This design comes from an exercise in tuning for small area on the open sky130 flow, not from production work.
In this exercise RTL edits were held to simulation tests only and were not proved equivalent to the original.
Power is estimated from default activity; no workload was simulated.

===== design/flow/config.mk =====
export PLATFORM = sky130hd
export DESIGN_NAME = generator
export DESIGN_NICKNAME = generator
export VERILOG_FILES = /design/flow/design.v
export SDC_FILE = /design/flow/constraint.sdc
export NUM_CORES = 4
export LEC_CHECK = 0
export CAP_MARGIN = 20
export CORE_MARGIN = 2
export CORE_UTILIZATION = 40
export SLEW_MARGIN = 20

===== design/flow/constraint.sdc =====
create_clock -name core_clock -period 10.0 [get_ports {caravel_wb_clk_i}]
set_input_delay 2.0000 -clock core_clock [delete_from_list [all_inputs] [get_ports {caravel_wb_clk_i}]]
set_output_delay 2.0000 -clock core_clock [all_outputs]
set_load 0.01 [all_outputs]

===== design/flow/design.v =====
`default_nettype none
`timescale 1ns/1ns
module generator #(
    parameter   [31:0]  BASE_ADDRESS    = 32'h3000_0000,         
    parameter   [15:0]  PERIOD          = 16'd8,                  
    parameter   [7:0]   RAM_END_ADDR  = 8'd0                   
)(
    input wire          caravel_wb_clk_i,        
    input wire          caravel_wb_rst_i,        
    input wire          caravel_wb_stb_i,        
    input wire          caravel_wb_cyc_i,        
    input wire          caravel_wb_we_i,         
    input wire  [3:0]   caravel_wb_sel_i,        
    input wire  [31:0]  caravel_wb_dat_i,        
    input wire  [31:0]  caravel_wb_adr_i,        
    output reg          caravel_wb_ack_o,        
    output reg  [31:0]  caravel_wb_dat_o,        
    output wire         rambus_wb_rst_o,         
    output reg          rambus_wb_stb_o,         
    output reg          rambus_wb_cyc_o,         
    output reg          rambus_wb_we_o,          
    output reg  [3:0]   rambus_wb_sel_o,         
    output reg  [31:0]  rambus_wb_dat_o,         
    output reg  [7:0]   rambus_wb_adr_o,         
    input wire          rambus_wb_ack_i,         
    input wire  [31:0]  rambus_wb_dat_i,         
    output reg [7:0]    dac,
    output wire         dbg_ram_addr_zero,
    output wire         dbg_state_run,
    output wire         dbg_dac_start,
    output wire         dbg_ram_wb_stb,
    output wire         dbg_caravel_wb_stb
);
    wire clk = caravel_wb_clk_i;
    wire reset = caravel_wb_rst_i;
    assign dbg_ram_addr_zero = ram_address == 0;
    assign dbg_state_run = run;
    assign dbg_dac_start = dbg_dac_start_q;
    assign dbg_ram_wb_stb = rambus_wb_stb_o;
    assign dbg_caravel_wb_stb = caravel_wb_stb_i;
    reg dbg_dac_start_q;
    always @(posedge clk)
        dbg_dac_start_q <= dac_state == DAC_STATE_UPDATE;
    reg [15:0] period;
    reg [7:0] ram_end_addr;
    reg run;
    always @(posedge clk) begin
        if(reset) begin
            period          <= PERIOD;
            ram_end_addr    <= RAM_END_ADDR;
            run             <= 1'b0;
        end
        else if(caravel_wb_stb_i && caravel_wb_cyc_i && caravel_wb_we_i && caravel_wb_adr_i == BASE_ADDRESS) begin
            period          <= caravel_wb_dat_i[15:0];
            ram_end_addr    <= caravel_wb_dat_i[23:16];
            run             <= caravel_wb_dat_i[24];
        end
    end
    always @(posedge clk) begin
        if(reset)
            caravel_wb_dat_o <= 0;
        else if(caravel_wb_stb_i && caravel_wb_cyc_i && !caravel_wb_we_i && caravel_wb_adr_i == BASE_ADDRESS) begin
            caravel_wb_dat_o <= { 7'b0, run, ram_end_addr, period };
        end
    end
    always @(posedge clk) begin
        if(reset)
            caravel_wb_ack_o <= 0;
        else
            caravel_wb_ack_o <= (caravel_wb_stb_i && caravel_wb_adr_i == BASE_ADDRESS);
    end
    localparam DAC_STATE_STOP           = 0;
    localparam DAC_STATE_UPDATE         = 1;
    localparam DAC_STATE_WAIT           = 2;
    localparam RAM_STATE_INIT           = 0;
    localparam RAM_STATE_WAIT           = 1;
    localparam RAM_STATE_ACK            = 2;
    reg [2:0]   dac_state;
    reg [31:0]  dac_data;
    reg [31:0]  dac_data_buf;
    reg [15:0]  wait_period;
    reg [2:0]   ram_state;
    reg [7:0]   ram_address;
    reg         fetch_next;
    reg         fetch_first;
    reg [1:0]   byte_count;
    always @(posedge clk) begin
        if(reset) begin
            dac                 <= 0;
            dac_state           <= DAC_STATE_STOP;
            dac_data            <= 0;
            dac_data_buf        <= 0;
            wait_period         <= period;
            fetch_next          <= 0;
            fetch_first         <= 1;
            byte_count          <= 0;
            ram_address         <= 0;
            ram_state           <= RAM_STATE_INIT;
            rambus_wb_adr_o     <= 0;
            rambus_wb_stb_o     <= 0;
            rambus_wb_cyc_o     <= 0;
            rambus_wb_dat_o     <= 0;
            rambus_wb_sel_o     <= 4'b1111;
            rambus_wb_we_o      <= 0;
        end else begin
            case(dac_state)
                DAC_STATE_STOP: begin
                    if(run)
                        dac_state       <= DAC_STATE_UPDATE;
                    end
                DAC_STATE_UPDATE: begin
                    dac             <= dac_data_buf[7:0];
                    byte_count      <= byte_count + 1;
                    dac_data_buf    <= (dac_data_buf >> 8);
                    dac_state       <= DAC_STATE_WAIT;
                    wait_period     <= period - 1;
                    if(byte_count == 1)  
                        fetch_next  <= 1;
                    end
                DAC_STATE_WAIT: begin
                    wait_period     <= wait_period - 1'b1;
                    fetch_next      <= 0;
                    if(wait_period == 1)
                        dac_state   <= DAC_STATE_UPDATE;
                    end
                default:
                    dac_state <= DAC_STATE_STOP;
            endcase
            case(ram_state)
		RAM_STATE_INIT: begin
		    if (ram_address & 8'h08) begin
		    	    ram_address <= 0;
		    	    ram_state <= RAM_STATE_WAIT;
		    	end else begin
		    	    ram_address <= ram_address + 1;
			end
		    end
                RAM_STATE_WAIT: begin
                    if(fetch_next || fetch_first) begin
                        ram_state           <= RAM_STATE_ACK;
                        rambus_wb_adr_o     <= ram_address;
                        ram_address         <= ram_address + 1;
                        rambus_wb_cyc_o     <= 1;
                        rambus_wb_stb_o     <= 1;
                        if(ram_address == ram_end_addr - 1)
                            ram_address     <= 0;
                        end
                        fetch_first <= 0;
                    end
                RAM_STATE_ACK: begin
                    if(rambus_wb_ack_i) begin
                        rambus_wb_cyc_o     <= 0;
                        rambus_wb_stb_o     <= 0;
                        dac_data            <= rambus_wb_dat_i;
                        dac_data_buf        <= dac_data;
                        ram_state           <= RAM_STATE_WAIT;
                        end
                    end
                default:
                    ram_state <= RAM_STATE_WAIT;
            endcase
        end
    end
    assign rambus_wb_rst_o = reset || (ram_state == RAM_STATE_INIT);
endmodule

===== design/flow/run.sh =====
#!/bin/bash
# synth_recipe.tcl (not shown) runs the flow's synth.tcl, then flattens the netlist and writes it again
# the make line also repeats each setting of config.mk as NAME=value (left out here)
make -C /OpenROAD-flow-scripts/flow DESIGN_CONFIG=/design/flow/config.mk WORK_HOME=/design/flow/orfs CLKGATE_MAP_FILE= SYNTH_SCRIPT=/design/flow/synth_recipe.tcl finish

==> impl_metrics.yaml <==
logic_synthesis:
  synth_sequential_area_ratio_pct: 45.4
  post_synth_num_cell_types: 56
  ys_seq_elements: 165
  synth_warnings: 1
  synth.top_cell.area_share_pct: 39.1
  synthCells: 971
  synth-edff-count: 16
  synth-async-reset-ratio_pct: 0
  netlist_area_um2: 7620
  synth_largest_area_cell: "sky130_fd_sc_hd__dfxtp_1"
  ys_top_cells_by_area: "sky130_fd_sc_hd__dfxtp_1 39%, sky130_fd_sc_hd__nand2_1 13%, sky130_fd_sc_hd__a21oi_1 8.7%, sky130_fd_sc_hd__edfxtp_1 6.3%, sky130_fd_sc_hd__buf_4 4.9%"
  postSynthAreaPerCell_um2: 7.85
  synth_top_flop_cell: "sky130_fd_sc_hd__dfxtp_1"
global_routing:
  grt_start_max_net_pins: 90
  global_route.usage.total_pct: 18.6
  grt_first_pass_wirelength_um: 30200
  grt_remaining_overflow: 0
  number_of_antenna_violations_at_the_first_check_in_global_routing: 0
  grt_pass1_vias: 6006
power:
  power.leakage_nw: 3.37
  ir_drop_uv: 124
  pwr_density_cell_nw_per_um2: 155
  finalPower_w: 0.00148
sta:
  tightestPinTransition_ns: 0.984
  holdWs_ns: 0.445
  slew-limit-headroom_pct: 34.4
  tns_ns: 0
  timing.final.setup_violations: 0
  fmaxAchievable_mhz: 195
  final_max_slew_viol_count: 0
  final_critical_path_required_period_ns: 5.14
  hold_viol_final: 0
  post-route-period-util_pct: 51.4
  timing.clock.skew_ns: 0.0129
  setup_repair_after_global_routing_missed_its_margin: "false"
detailed_routing:
  detailedRoute.firstIterationViolations: 413
  detail_route.wirelength_um: 18600
  drtPass1Iterations: 4
  drc: 0
  dr_vias: 6668
  viasPerCell: 5.06
  route.detailed.wl_per_inst_um: 14.1
  final_antenna_net_count: 0
layout:
  finish.net_count: 1184
  final_util_pct: 51.1
  antenna-diode-count: 0
  drive_above_1_share_pct: 4.52
  syn2layout_area_growth_pct: 25.3
  final.fill_count: 1872
floorplanning:
  die_area_um2: 20200
  core-area_um2: 18700
  fp.dieW_um: 142
  fp.dieH_um: 142
  ioPinCount: 200
  initial_utilization_pct: 40.8
  number_of_core_rows: 50
setup_path:
  cp_num_buf_inv: 2
  worstPathMaxFanout: 46
  crit_chain: "buf_4, o21bai_1, clkdlybuf4s50_1"
  critical_path.endpoint_type: "output port"
  critical_path.max_stage_delay_ns: 0.56
  worstSetupStartpointType: "input port"
  worst-endpoint-arrival_ns: 3.14
  critical_path_required_ns: 8.00
  critical-path-slowest-cell: "sky130_fd_sc_hd__clkdlybuf4s50_1"
  worst-setup-path-type: "in2out"
  crit_family: "buffers and inverters"
clocking:
  cts_inserted_buffers: 17
  cts_root_buffer: "sky130_fd_sc_hd__clkbuf_16"
  clkSlewWorstSetupHoldPaths_ns: 0.07
  clkLatencyLatePin_ns: 0.43
  clock_tree_from_tritoncts: "done"
  cts.repair_timing.setup_buffer_count: 0
  cts.repair.resized: 0
  clock-sinks: 165
  ctsLongestPathBuffers: 2
  ctsHoldBuffers: 0
  cts_max_level: 4
placed_design:
  portBuffers: 144
  gp_congestion: 0.801
  dp_hpwl_um: 12400
run:
  timing.max_cap.violations: 0
outcome:
  outcome: "complete, no violations"
worst_hold_path:
  min_path_type: "reg2reg"
kinds of logic after synthesis:
| group | Yosys count | share of synthesized area, % |
|---|---|---|
| AOI/OAI and AO/OA | 211 | 16.7 |
| xor gates and xnor gates | 23 | 2.74 |
| adders and majority gates | 8 | 1.31 |
| buffers and inverters | 132 | 9.24 |
| DFF | 165 | 45.4 |
| other | 2 | 0.0985 |
| and+or+nand+nor | 430 | 24.5 |
worst min-delay path, cell delays in order, from the launching register on:
cell and delay (ns):
sky130_fd_sc_hd__dfxtp_1 0.31, sky130_fd_sc_hd__nand2_1 0.05, sky130_fd_sc_hd__a21oi_1 0.05
worst paths after layout:
| path | from | to | slack, ns | depth (start not counted) |
|---|---|---|---|---|
| setup reg to reg | ram_end_addr[0] | ram_address[6] | 7.34 | 8 |
| hold / removal | dac_data_buf[2] | dac[2] | 0.45 | 2 |
| setup / recovery | caravel_wb_rst_i | rambus_wb_rst_o | 4.86 | 3 |
| hold reg to reg | dac_data_buf[2] | dac[2] | 0.45 | 2 |
Yosys cell counts (4+ instances only):
master                     number
sky130_fd_sc_hd__nand2b_1       4
sky130_fd_sc_hd__nor2b_1        4
sky130_fd_sc_hd__or3_1          8
sky130_fd_sc_hd__or4_1          4
sky130_fd_sc_hd__xor2_1        10
sky130_fd_sc_hd__nand3b_1       6
sky130_fd_sc_hd__nor3_1        18
sky130_fd_sc_hd__a21oi_1      132
sky130_fd_sc_hd__nand3_1       17
sky130_fd_sc_hd__nand2_1      268
sky130_fd_sc_hd__o21ai_0       14
sky130_fd_sc_hd__o22a_1         7
sky130_fd_sc_hd__clkbuf_1      55
sky130_fd_sc_hd__xnor2_1       12
sky130_fd_sc_hd__and3_1         4
sky130_fd_sc_hd__buf_2          5
sky130_fd_sc_hd__nor2_1        67
sky130_fd_sc_hd__nor4_1        14
sky130_fd_sc_hd__inv_1         18
sky130_fd_sc_hd__a22oi_1        4
sky130_fd_sc_hd__dfxtp_1      149
sky130_fd_sc_hd__a32oi_1        7
sky130_fd_sc_hd__buf_4         50
sky130_fd_sc_hd__edfxtp_1      16
sky130_fd_sc_hd__ha_1           8
sky130_fd_sc_hd__a311oi_1      24
cell usage in the layout (no fill, tap or decap), drive strengths merged, types with 3 or more instances in the layout:
cell and instances:
nor2b 4, edfxtp 16, o22ai 3, nand3 17, clkbuf 18, or4 4
nand2b 4, xor2 10, a32oi 7, a311oi 24, o21ai 15, buf 9
xnor2 13, nand3b 6, a21o 3, ha 8, conb 44, a21oi 132
dfxtp 149, nor4 15, a211oi 3, clkinv 4, and3 5, nand2 268
clkdlybuf4s50 143, nor3 19, nor2 67, inv 26, a22oi 4, o22a 7
or3 9, a211o 3
per-layer routing:
metal / GRT usage, % / part of all wire [%]
met1: 25.2 / 48
met2: 30.2 / 47
met3: 3.70 / 3.8
met4: 5.53 / 1.1
met5: 0 / 0
through the flow:
step	cell area, µm²	setup WS [ns]	instances
2_1_floorplan	7780	5.05	1013
3_3_place_gp	8940	4.84	1285
3_5_place_dp	8940	4.86	1285
4_1_cts	9560	4.85	1317
5_1_grt	9560	4.78	1317
6_report	9560	4.86	1317
registers in the layout, summed over array words and instances, names as in the netlist, 8 cells and up:
register / count
ram_end_addr: 8
ram_address: 8
rambus_wb_adr_o: 8
dac: 8
caravel_wb_dat_o: 25
wait_period: 16
period: 16
dac_data: 32
dac_data_buf: 32
area by class of cell:
| class | instances | area, µm² | area share [%] |
|---|---|---|---|
| well taps | 234 | 293 | 3.06 |
| inverters | 18 | 67.6 | 0.707 |
| clock buffers | 18 | 429 | 4.49 |
| flip-flops and latches | 165 | 3460 | 36.2 |
| multi-input cells | 716 | 3620 | 37.9 |
| repair buffers | 152 | 1500 | 15.7 |
| clock inverters | 14 | 183 | 1.91 |
report_power, final:
group,leakage (nW),internal [W],switching (W),total [W]
Combinational,1.71,0.0000581,0.0000521,0.000110
Clock,0.295,0.000362,0.000312,0.000674
Sequential,1.36,0.000679,0.0000154,0.000694

## re-timing with driven ports
The flow's constraints put no driver on any port. The routed layout listed below was extracted and timed again, unchanged, in two steps.
Step 1 sets driving cells, clkbuf_16 on the clock port and buf_2 on the other inputs (assumed; they add their load-dependent delay and slew).
Step 2 adds t to the input delays and takes it off the output delays; t is the mean of the earliest and latest rising clock arrival at the registers after step 1. Input paths then give back, and output paths get back, about the clock's delay inside the block.
Three values: ideal, step 1, step 2; two values: the first two.
shift t [ns]: 0.475
slack for setup (ns): 4.864 / 4.839 / 4.839
worst hold slack (ns): 0.445 / 0.445 / 0.445
slew at the worst register clock pin (ns): 0.08 / 0.08
worst slew at a driven data input, ns: 0.06
After both steps this run still meets setup and hold. The setup slack of this run moves by -0.025 ns with the drivers and by -0.025 ns with both steps.
